What follows belongs to an exercise in optimizing a design on an open flow for small area and a short achievable clock period; a production flow would make more cautious choices.
At most, simulation tests tie the RTL to the original design; equivalence was not proved.
Power and IR drop assume default switching activity.

// axi_slave
module axi_slave #(
    parameter AXI_ID_WD   = 2,
    parameter AXI_DATA_WD = 32,
    parameter AXI_ADDR_WD = 32,
    parameter AXI_STRB_WD = 4
    )(
    input                      S_AXI_ACLK,
    input                      S_AXI_ARESETN,
    input  [AXI_ADDR_WD-1 : 0] S_AXI_AWADDR,
    input  [AXI_ID_WD-1   : 0] S_AXI_AWID,
    input  [1 : 0]             S_AXI_AWBURST,
    input  [2 : 0]             S_AXI_AWSIZE,
    input  [7 : 0]             S_AXI_AWLEN,
    input                      S_AXI_AWVALID,
    output                     S_AXI_AWREADY,
    input  [AXI_DATA_WD-1 : 0] S_AXI_WDATA,
    input  [AXI_STRB_WD-1 : 0] S_AXI_WSTRB,
    input                      S_AXI_WLAST,
    input                      S_AXI_WVALID,
    output                     S_AXI_WREADY,
    output [AXI_ID_WD-1   : 0] S_AXI_BID,
    output [1 : 0]             S_AXI_BRESP,
    output                     S_AXI_BVALID,
    input                      S_AXI_BREADY,
    input  [AXI_ADDR_WD-1 : 0] S_AXI_ARADDR,
    input  [AXI_ID_WD-1   : 0] S_AXI_ARID,
    input  [1 : 0]             S_AXI_ARBURST,
    input  [2 : 0]             S_AXI_ARSIZE,
    input  [7 : 0]             S_AXI_ARLEN,
    input                      S_AXI_ARVALID,
    output                     S_AXI_ARREADY,
    output [AXI_DATA_WD-1 : 0] S_AXI_RDATA,
    output                     S_AXI_RLAST,
    output [AXI_ID_WD-1   : 0] S_AXI_RID,
    output [1 : 0]             S_AXI_RRESP,
    output                     S_AXI_RVALID,
    input                      S_AXI_RREADY
    );
For scale: ~5200 cells after synthesis, about 2200 flip-flops, about 180 I/O pins.
clock: 10.0 ns
lec_check: 0
cap_margin: 20
cell_pad_in_sites_detail_placement: 1
cell_pad_in_sites_global_placement: 2
core_margin: 2
core_utilization: 50
cts_cluster_diameter: 80
cts_cluster_size: 30
place_density: 0.66
setup_slack_margin: 5
slew_margin: 20
synth_hierarchical: 1
synth_minimum_keep_size: 0
tns_end_percent: 20
standard.sh (not shown) runs the stock make flow with config.mk's settings and CLKGATE_MAP_FILE= SYNTH_SCRIPT=/design/flow/synth_recipe.tcl, a recipe that flattens the netlist after the stock synthesis.
==> flow/flow/run.sh <==
#!/bin/bash
set -euo pipefail
bash standard.sh SETUP_SLACK_MARGIN=6.0 "BUFFER_PORTS_ARGS=-buffer_cell sky130_fd_sc_hd__buf_2" finish > flow_make.log 2>&1
The baseline finished with timing, DRC and antenna clean.
Rerun with:
==> flow/flow/run.sh (replaced) <==
#!/bin/bash
set -euo pipefail
bash standard.sh SETUP_SLACK_MARGIN=5.8 "BUFFER_PORTS_ARGS=-buffer_cell sky130_fd_sc_hd__buf_2" finish > flow_make.log 2>&1
Settings changed: CTS_CLUSTER_DIAMETER 80 to 70, CTS_CLUSTER_SIZE 30 to 24.
Outcome: Global-route usage shrinks by 0.54 points; register-to-register slack gets worse by 0.30 ns; flip-flop and latch count does not change; total power decreases slightly; wire length came out lower by a few percent; maximum frequency drops by a few percent; area after synthesis does not change; via count is lower slightly.
Rerun with:
==> flow/flow/run.sh (replaced) <==
#!/bin/bash
set -euo pipefail
bash standard.sh SETUP_SLACK_MARGIN=6.5 "BUFFER_PORTS_ARGS=-buffer_cell sky130_fd_sc_hd__buf_2" finish > flow_make.log 2>&1
Settings changed: CELL_PAD_IN_SITES_DETAIL_PLACEMENT 1 to 2, CELL_PAD_IN_SITES_GLOBAL_PLACEMENT 2 to 4, CORE_UTILIZATION 50 to 40, PLACE_DENSITY 0.66 to 0.6.
- synthesized area stays the same
- clock skew goes up by 0.0039 ns
- final cell count goes up by 11%
- non-clock buffer count goes up by 304
- cell area goes up by 10%
- wire length goes up by 27%
- hold slack is worse by 0.0090 ns
- clock-buffer cell count goes up by 13
- sequential power barely changes
- fmax goes up by 5.1%
Rerun with:
Settings changed: CELL_PAD_IN_SITES_DETAIL_PLACEMENT 2 to 1, CELL_PAD_IN_SITES_GLOBAL_PLACEMENT 4 to 2, CORE_UTILIZATION 40 to 50, PLACE_DENSITY 0.6 to 0.66.
Result: The new run went through all stages and came out clean; total power shrinks by 4.6%; via count shrinks by 2.0%; worst setup slack gets worse by 0.070 ns.
Rerun with:
Settings changed: CORE_UTILIZATION 50 to 58, PLACE_DENSITY 0.66 to 0.74.
Design area went up by about 0.4%.
First-iteration DRC count went up by about 28%.
Power went up by 2.0%.
Worst setup slack improved by 0.10 ns.
Via count went up by 3.7%.
Global-route usage went up by 5.4 points.
Combinational power went up by about 3%.

* * *

Another version of the RTL of axi_slave (not shown whole).
Size: ~180 I/O pins.
## axi_slave
module axi_slave #(
    parameter AXI_ID_WD   = 2,
    parameter AXI_DATA_WD = 32,
    parameter AXI_ADDR_WD = 32,
    parameter AXI_STRB_WD = 4
    )(
    input                      S_AXI_ACLK,
    input                      S_AXI_ARESETN,
    input  [AXI_ADDR_WD-1 : 0] S_AXI_AWADDR,
    input  [AXI_ID_WD-1   : 0] S_AXI_AWID,
    input  [1 : 0]             S_AXI_AWBURST,
    input  [2 : 0]             S_AXI_AWSIZE,
    input  [7 : 0]             S_AXI_AWLEN,
    input                      S_AXI_AWVALID,
    output                     S_AXI_AWREADY,
    input  [AXI_DATA_WD-1 : 0] S_AXI_WDATA,
    input  [AXI_STRB_WD-1 : 0] S_AXI_WSTRB,
    input                      S_AXI_WLAST,
    input                      S_AXI_WVALID,
    output                     S_AXI_WREADY,
    output [AXI_ID_WD-1   : 0] S_AXI_BID,
    output [1 : 0]             S_AXI_BRESP,
    output                     S_AXI_BVALID,
    input                      S_AXI_BREADY,
    input  [AXI_ADDR_WD-1 : 0] S_AXI_ARADDR,
    input  [AXI_ID_WD-1   : 0] S_AXI_ARID,
    input  [1 : 0]             S_AXI_ARBURST,
    input  [2 : 0]             S_AXI_ARSIZE,
    input  [7 : 0]             S_AXI_ARLEN,
    input                      S_AXI_ARVALID,
    output                     S_AXI_ARREADY,
    output [AXI_DATA_WD-1 : 0] S_AXI_RDATA,
    output                     S_AXI_RLAST,
    output [AXI_ID_WD-1   : 0] S_AXI_RID,
    output [1 : 0]             S_AXI_RRESP,
    output                     S_AXI_RVALID,
  ...
==> flow/config.mk <==
export PLATFORM = sky130hd
export DESIGN_NAME = axi_slave
export DESIGN_NICKNAME = axi_slave
export VERILOG_FILES = /design/flow/design.v
export SDC_FILE = /design/flow/constraint.sdc
export NUM_CORES = 4
export LEC_CHECK = 0
export CAP_MARGIN = 20
export CELL_PAD_IN_SITES_DETAIL_PLACEMENT = 2
export CELL_PAD_IN_SITES_GLOBAL_PLACEMENT = 4
export CORE_MARGIN = 2
export CORE_UTILIZATION = 50
export CTS_CLUSTER_DIAMETER = 70
export CTS_CLUSTER_SIZE = 24
export PLACE_DENSITY = 0.68
export SETUP_SLACK_MARGIN = 5
export SLEW_MARGIN = 20
export SYNTH_HIERARCHICAL = 1
export SYNTH_MINIMUM_KEEP_SIZE = 0
export TNS_END_PERCENT = 20
==> flow/constraint.sdc <==
create_clock -name core_clock -period 10.0 [get_ports {S_AXI_ACLK}]
set_input_delay 2.0000 -clock core_clock [delete_from_list [all_inputs] [get_ports {S_AXI_ACLK}]]
set_output_delay 2.0000 -clock core_clock [all_outputs]
set_load 0.01 [all_outputs]
==> flow/flow/run.sh <==
#!/bin/bash
set -euo pipefail
bash standard.sh SETUP_SLACK_MARGIN=6.5 "BUFFER_PORTS_ARGS=-buffer_cell sky130_fd_sc_hd__buf_2" finish > flow_make.log 2>&1
The starting point failed in detailed placement (3_5_place_dp) on DPL-0033.
==> next run, changes <==
--- a/flow/config.mk
+++ b/flow/config.mk
@@ -12 +12 @@
-export CORE_UTILIZATION = 50
+export CORE_UTILIZATION = 40
@@ -15 +15 @@
-export PLACE_DENSITY = 0.68
+export PLACE_DENSITY = 0.6
After rerunning: The new run passed the timing, DRC and antenna checks. Synthesized cell count does not change. Synthesized area stays the same.
Function was not checked in any run of this note: the RTL went through the layout flow alone.

* * *

axi_slave with an RTL version that a note above also has.
For scale: roughly 5200 cells after synthesis, roughly 2200 flip-flops, ~180 I/O pins, ~87000 µm² of cells after synthesis.
Settings: LEC_CHECK=0, CAP_MARGIN=20, CELL_PAD_IN_SITES_DETAIL_PLACEMENT=1, CELL_PAD_IN_SITES_GLOBAL_PLACEMENT=2, CORE_MARGIN=2, CORE_UTILIZATION=50, CTS_CLUSTER_DIAMETER=70, CTS_CLUSTER_SIZE=24, PLACE_DENSITY=0.66, SETUP_SLACK_MARGIN=5, SLEW_MARGIN=20, SYNTH_HIERARCHICAL=1, SYNTH_MINIMUM_KEEP_SIZE=0, TNS_END_PERCENT=20; clock period 10.0 ns.
==> flow/flow/run.sh <==
#!/bin/bash
set -euo pipefail
bash standard.sh SETUP_SLACK_MARGIN=6.0 "BUFFER_PORTS_ARGS=-buffer_cell sky130_fd_sc_hd__buf_2" finish > flow_make.log 2>&1
Then changed:
==> flow/flow/run.sh (replaced) <==
#!/bin/bash
set -euo pipefail
bash standard.sh SETUP_SLACK_MARGIN=6.2 "BUFFER_PORTS_ARGS=-buffer_cell sky130_fd_sc_hd__buf_2" finish > flow_make.log 2>&1
Outcome:
- setup slack gets worse by 0.0087 ns
- area after synthesis is unchanged
- global-route usage came out higher by 1.7 points
- hold slack stays flat
- total power increases by about 2%
- final area climbs by about 3.4%
- sequential power barely changes
- final cell count goes up by 1.7%
- routed wire length climbs by about 5%
Then changed:
==> flow/flow/run.sh (replaced) <==
#!/bin/bash
set -euo pipefail
bash standard.sh SETUP_SLACK_MARGIN=6.0 "BUFFER_PORTS_ARGS=-buffer_cell sky130_fd_sc_hd__buf_2" finish > flow_make.log 2>&1
--- a/flow/config.mk
+++ b/flow/config.mk
@@ -19,2 +19,2 @@
 export SYNTH_MINIMUM_KEEP_SIZE = 0
-export TNS_END_PERCENT = 20
+export TNS_END_PERCENT = 50
Die area stays the same.
Flip-flop and latch count is unchanged.
Sequential power is about the same.
Worst setup slack is worse by 0.073 ns.
Clock skew decreases by 0.0048 ns.
Combinational power goes down by about 3%.
Design area goes down by 1.2%.
Clock power increases by 4.1%.
Critical path depth came out higher by 3.
Wire length went down by 1.1%.
Then changed:
--- a/flow/config.mk
+++ b/flow/config.mk
@@ -11,6 +11,6 @@
 export CORE_MARGIN = 2
-export CORE_UTILIZATION = 50
+export CORE_UTILIZATION = 58
 export CTS_CLUSTER_DIAMETER = 70
 export CTS_CLUSTER_SIZE = 24
-export PLACE_DENSITY = 0.66
+export PLACE_DENSITY = 0.74
 export SETUP_SLACK_MARGIN = 5
@@ -19,2 +19,2 @@
 export SYNTH_MINIMUM_KEEP_SIZE = 0
-export TNS_END_PERCENT = 50
+export TNS_END_PERCENT = 20
Outcome:
- cell count goes down by a few percent
- count of clock-buffer cells in the layout goes down by 8
- setup slack degrades by 0.086 ns
- sequential cell count is unchanged
- worst hold slack degrades by 0.0030 ns
- cell area goes down by a few percent
- clock power goes down by a few percent
Then changed:
--- a/flow/config.mk
+++ b/flow/config.mk
@@ -11,6 +11,6 @@
 export CORE_MARGIN = 2
-export CORE_UTILIZATION = 58
+export CORE_UTILIZATION = 45
 export CTS_CLUSTER_DIAMETER = 70
 export CTS_CLUSTER_SIZE = 24
-export PLACE_DENSITY = 0.74
+export PLACE_DENSITY = 0.62
 export SETUP_SLACK_MARGIN = 5
Result: Worst hold slack improves by 0.0087 ns. Final cell count grows by roughly a tenth. Total power grows by a few percent. Register-to-register slack improves by 0.05 ns. Worst setup slack stays flat.

* * *

Another version of the RTL of axi_slave (not shown whole).
Size: ~5,300 cells after synthesis, ~2,200 flip-flops, ~180 I/O pins.
==> flow/design.v (excerpt) <==
module axi_slave #(
    parameter AXI_ID_WD   = 2,
    parameter AXI_DATA_WD = 32,
    parameter AXI_ADDR_WD = 32,
    parameter AXI_STRB_WD = 4
    )(
    input                      S_AXI_ACLK,
    input                      S_AXI_ARESETN,
    input  [AXI_ADDR_WD-1 : 0] S_AXI_AWADDR,
    input  [AXI_ID_WD-1   : 0] S_AXI_AWID,
    input  [1 : 0]             S_AXI_AWBURST,
    input  [2 : 0]             S_AXI_AWSIZE,
    input  [7 : 0]             S_AXI_AWLEN,
    input                      S_AXI_AWVALID,
    output                     S_AXI_AWREADY,
    input  [AXI_DATA_WD-1 : 0] S_AXI_WDATA,
    input  [AXI_STRB_WD-1 : 0] S_AXI_WSTRB,
    input                      S_AXI_WLAST,
    input                      S_AXI_WVALID,
    output                     S_AXI_WREADY,
    output [AXI_ID_WD-1   : 0] S_AXI_BID,
    output [1 : 0]             S_AXI_BRESP,
    output                     S_AXI_BVALID,
    input                      S_AXI_BREADY,
    input  [AXI_ADDR_WD-1 : 0] S_AXI_ARADDR,
    input  [AXI_ID_WD-1   : 0] S_AXI_ARID,
    input  [1 : 0]             S_AXI_ARBURST,
    input  [2 : 0]             S_AXI_ARSIZE,
    input  [7 : 0]             S_AXI_ARLEN,
    input                      S_AXI_ARVALID,
    output                     S_AXI_ARREADY,
    output [AXI_DATA_WD-1 : 0] S_AXI_RDATA,
    output                     S_AXI_RLAST,
    output [AXI_ID_WD-1   : 0] S_AXI_RID,
    output [1 : 0]             S_AXI_RRESP,
    output                     S_AXI_RVALID,
    input                      S_AXI_RREADY
    );
==> flow/config.mk <==
export PLATFORM = sky130hd
export DESIGN_NAME = axi_slave
export DESIGN_NICKNAME = axi_slave
export VERILOG_FILES = /design/flow/design.v
export SDC_FILE = /design/flow/constraint.sdc
export NUM_CORES = 4
export LEC_CHECK = 0
export CAP_MARGIN = 20
export CELL_PAD_IN_SITES_DETAIL_PLACEMENT = 2
export CELL_PAD_IN_SITES_GLOBAL_PLACEMENT = 4
export CORE_MARGIN = 2
export CORE_UTILIZATION = 40
export PLACE_DENSITY = 0.6
export SETUP_SLACK_MARGIN = 5
export SLEW_MARGIN = 20
export SYNTH_HIERARCHICAL = 1
export SYNTH_MINIMUM_KEEP_SIZE = 0
export TNS_END_PERCENT = 20
==> flow/constraint.sdc <==
create_clock -name core_clock -period 10.0 [get_ports {S_AXI_ACLK}]
set_input_delay 2.0000 -clock core_clock [delete_from_list [all_inputs] [get_ports {S_AXI_ACLK}]]
set_output_delay 2.0000 -clock core_clock [all_outputs]
set_load 0.01 [all_outputs]
==> flow/flow/run.sh <==
#!/bin/bash
set -euo pipefail
bash standard.sh SETUP_SLACK_MARGIN=6.5 finish > flow_make.log 2>&1
Change:
==> flow/flow/run.sh (replaced) <==
#!/bin/bash
set -euo pipefail
bash standard.sh SETUP_SLACK_MARGIN=6.5 "BUFFER_PORTS_ARGS=-buffer_cell sky130_fd_sc_hd__buf_2" finish > flow_make.log 2>&1
Settings changed: CTS_CLUSTER_DIAMETER set to 70, CTS_CLUSTER_SIZE set to 24.
Result:
- die area is unchanged
- cell area is lower by a few percent
- sequential cell count is unchanged
- cell count came out lower by a few percent
- maximum frequency fell slightly
No functional check of the RTL was part of any run of this note.

* * *

Setup of P:
Another version of the RTL of axi_slave (not shown whole).
For scale: roughly 5000 cells after synthesis, about 2100 flip-flops, about 180 I/O pins, about 0.084 mm² of cells after synthesis.
## axi_slave
module axi_slave #(
    parameter AXI_ID_WD   = 2,
    parameter AXI_DATA_WD = 32,
    parameter AXI_ADDR_WD = 32,
    parameter AXI_STRB_WD = 4
    )(
    input                      S_AXI_ACLK,
    input                      S_AXI_ARESETN,
    input  [AXI_ADDR_WD-1 : 0] S_AXI_AWADDR,
    input  [AXI_ID_WD-1   : 0] S_AXI_AWID,
    input  [1 : 0]             S_AXI_AWBURST,
    input  [2 : 0]             S_AXI_AWSIZE,
    input  [7 : 0]             S_AXI_AWLEN,
    input                      S_AXI_AWVALID,
    output                     S_AXI_AWREADY,
    input  [AXI_DATA_WD-1 : 0] S_AXI_WDATA,
    input  [AXI_STRB_WD-1 : 0] S_AXI_WSTRB,
    input                      S_AXI_WLAST,
    input                      S_AXI_WVALID,
    output                     S_AXI_WREADY,
    output [AXI_ID_WD-1   : 0] S_AXI_BID,
    output [1 : 0]             S_AXI_BRESP,
    output                     S_AXI_BVALID,
    input                      S_AXI_BREADY,
    input  [AXI_ADDR_WD-1 : 0] S_AXI_ARADDR,
    input  [AXI_ID_WD-1   : 0] S_AXI_ARID,
    input  [1 : 0]             S_AXI_ARBURST,
    input  [2 : 0]             S_AXI_ARSIZE,
    input  [7 : 0]             S_AXI_ARLEN,
    input                      S_AXI_ARVALID,
    output                     S_AXI_ARREADY,
    output [AXI_DATA_WD-1 : 0] S_AXI_RDATA,
    output                     S_AXI_RLAST,
    output [AXI_ID_WD-1   : 0] S_AXI_RID,
    output [1 : 0]             S_AXI_RRESP,
    output                     S_AXI_RVALID,
    input                      S_AXI_RREADY
    );
    localparam IW = AXI_ID_WD;
    reg            axi_awready;
    reg            axi_wready;
    reg [IW-1 : 0] axi_bid;
    reg            axi_bvalid;
    reg            bvalid_r;
    reg            axi_arready;
    reg [31 : 0]   axi_rdata;
    reg            axi_rlast;
    reg [IW-1 : 0] axi_rid;
    reg            axi_rvalid;
    reg [7 : 0]    cur_rlen;
    wire awfire = S_AXI_AWVALID && axi_awready;
    wire wfire  = S_AXI_WVALID  && axi_wready;
    wire arfire = S_AXI_ARVALID && axi_arready;
    wire rfire  = axi_rvalid    && S_AXI_RREADY;
    wire b_pend = axi_bvalid    && !S_AXI_BREADY;
  ...
Settings: LEC_CHECK=0, CAP_MARGIN=20, CELL_PAD_IN_SITES_DETAIL_PLACEMENT=2, CELL_PAD_IN_SITES_GLOBAL_PLACEMENT=4, CORE_MARGIN=2, CORE_UTILIZATION=40, PLACE_DENSITY=0.6, SETUP_SLACK_MARGIN=5, SLEW_MARGIN=20, SYNTH_HIERARCHICAL=1, SYNTH_MINIMUM_KEEP_SIZE=0; clock period 10.0 ns.
run.sh (not shown) runs the stock make flow with config.mk's settings and CLKGATE_MAP_FILE= SYNTH_SCRIPT=/design/flow/synth_recipe.tcl, a recipe that flattens the netlist after the stock synthesis.
Stock flow here: none of the scripts above is used.
For R, these inputs were changed with respect to P:
# P
export LEC_CHECK = 0
export CAP_MARGIN = 20
export CELL_PAD_IN_SITES_DETAIL_PLACEMENT = 2
export CELL_PAD_IN_SITES_GLOBAL_PLACEMENT = 4
export CORE_MARGIN = 2
export CORE_UTILIZATION = 40
export PLACE_DENSITY = 0.6
export SETUP_SLACK_MARGIN = 5
export SLEW_MARGIN = 20
export SYNTH_HIERARCHICAL = 1
export SYNTH_MINIMUM_KEEP_SIZE = 0
create_clock -name core_clock -period 10.0 [get_ports {S_AXI_ACLK}]
# R
export LEC_CHECK = 0
export CAP_MARGIN = 20
export CELL_PAD_IN_SITES_DETAIL_PLACEMENT = 2
export CELL_PAD_IN_SITES_GLOBAL_PLACEMENT = 4
export CORE_MARGIN = 2
export CORE_UTILIZATION = 40
export PLACE_DENSITY = 0.6
export SLEW_MARGIN = 20
export SYNTH_HIERARCHICAL = 1
export SYNTH_MINIMUM_KEEP_SIZE = 0
create_clock -name core_clock -period 10.0 [get_ports {S_AXI_ACLK}]
--- outcome ---
- Both conditions hold for R: the flow ran to the end and the final layout passed the timing, DRC and antenna checks.
- Diff R..P | post-placement cell area | negligible
- For R, the source of the critical timing path was S_AXI_ARVALID, unlike P, where it was S_AXI_ARADDR[5].
- Higher post-route fraction of the period consumed by the critical path was reported by R, not P.
- Between P and R, the maximum frequency is higher for P.
- Between P and R, the hold slack figures differ only marginally.
- On share of power burned in combinational logic: between P and R, it ends up lower for R.
Function was not checked in any run of this note: the RTL went through the layout flow alone.

what the ideal ports hide:
In the flow no input, the clock included, has a driving cell. The finished layouts below were timed again as built, in two steps. Step 1, drivers: a clkbuf_16 drives S_AXI_ACLK and a buf_2 each remaining input, both assumed. Step 2, shift: input delay + t, output delay - t, t = (earliest + latest rising clock arrival at the registers) / 2. This alone moves slack from input paths to output paths. Three values: ideal ports, drivers, drivers and shift; two values: the first two.
run | t, ns | setup WS [ns] | hold slack, ns
the first run of note 1 | 0.905 | 5.889 / 5.940 / 5.035 | 0.433 / 0.433 / 0.433
the second run of note 1 | 0.897 | 5.636 / 5.698 / 4.800 | 0.440 / 0.440 / 0.440
the third run of note 1 | 0.907 | 5.846 / 5.780 / 4.872 | 0.431 / 0.431 / 0.431
the fourth run of note 1 | 0.886 | 5.776 / 5.814 / 4.928 | 0.509 / 0.509 / 0.509
the fifth run of note 1 | 0.863 | 5.878 / 5.790 / 4.927 | 0.429 / 0.429 / 0.429
the second run of note 2 | 0.914 | 5.609 / 5.604 / 4.689 | 0.435 / 0.435 / 0.435
the first run of note 3 | 0.904 | 5.908 / 5.900 / 4.996 | 0.437 / 0.437 / 0.437
the second run of note 3 | 0.906 | 5.899 / 5.943 / 5.037 | 0.438 / 0.438 / 0.438
the third run of note 3 | 0.911 | 5.826 / 5.826 / 4.975 | 0.425 / 0.425 / 0.425
the fourth run of note 3 | 0.877 | 5.741 / 5.775 / 4.898 | 0.422 / 0.422 / 0.422
the fifth run of note 3 | 0.905 | 5.743 / 5.789 / 4.883 | 0.430 / 0.430 / 0.430
the first run of note 4 | 0.941 | 5.405 / 5.448 / 4.507 | 0.428 / 0.428 / 0.428
the second run of note 4 | 0.930 | 5.390 / 5.430 / 4.500 | 0.433 / 0.433 / 0.433
P | 0.945 | 4.817 / 4.795 / 3.850 | 0.426 / 0.426 / 0.426
R | 0.930 | 2.277 / 2.187 / 1.257 | 0.425 / 0.425 / 0.425
After both steps setup and hold are still met in every run listed. The setup slack of R, which loses most, moves by -0.090 ns with the drivers and by -1.020 ns with both steps.
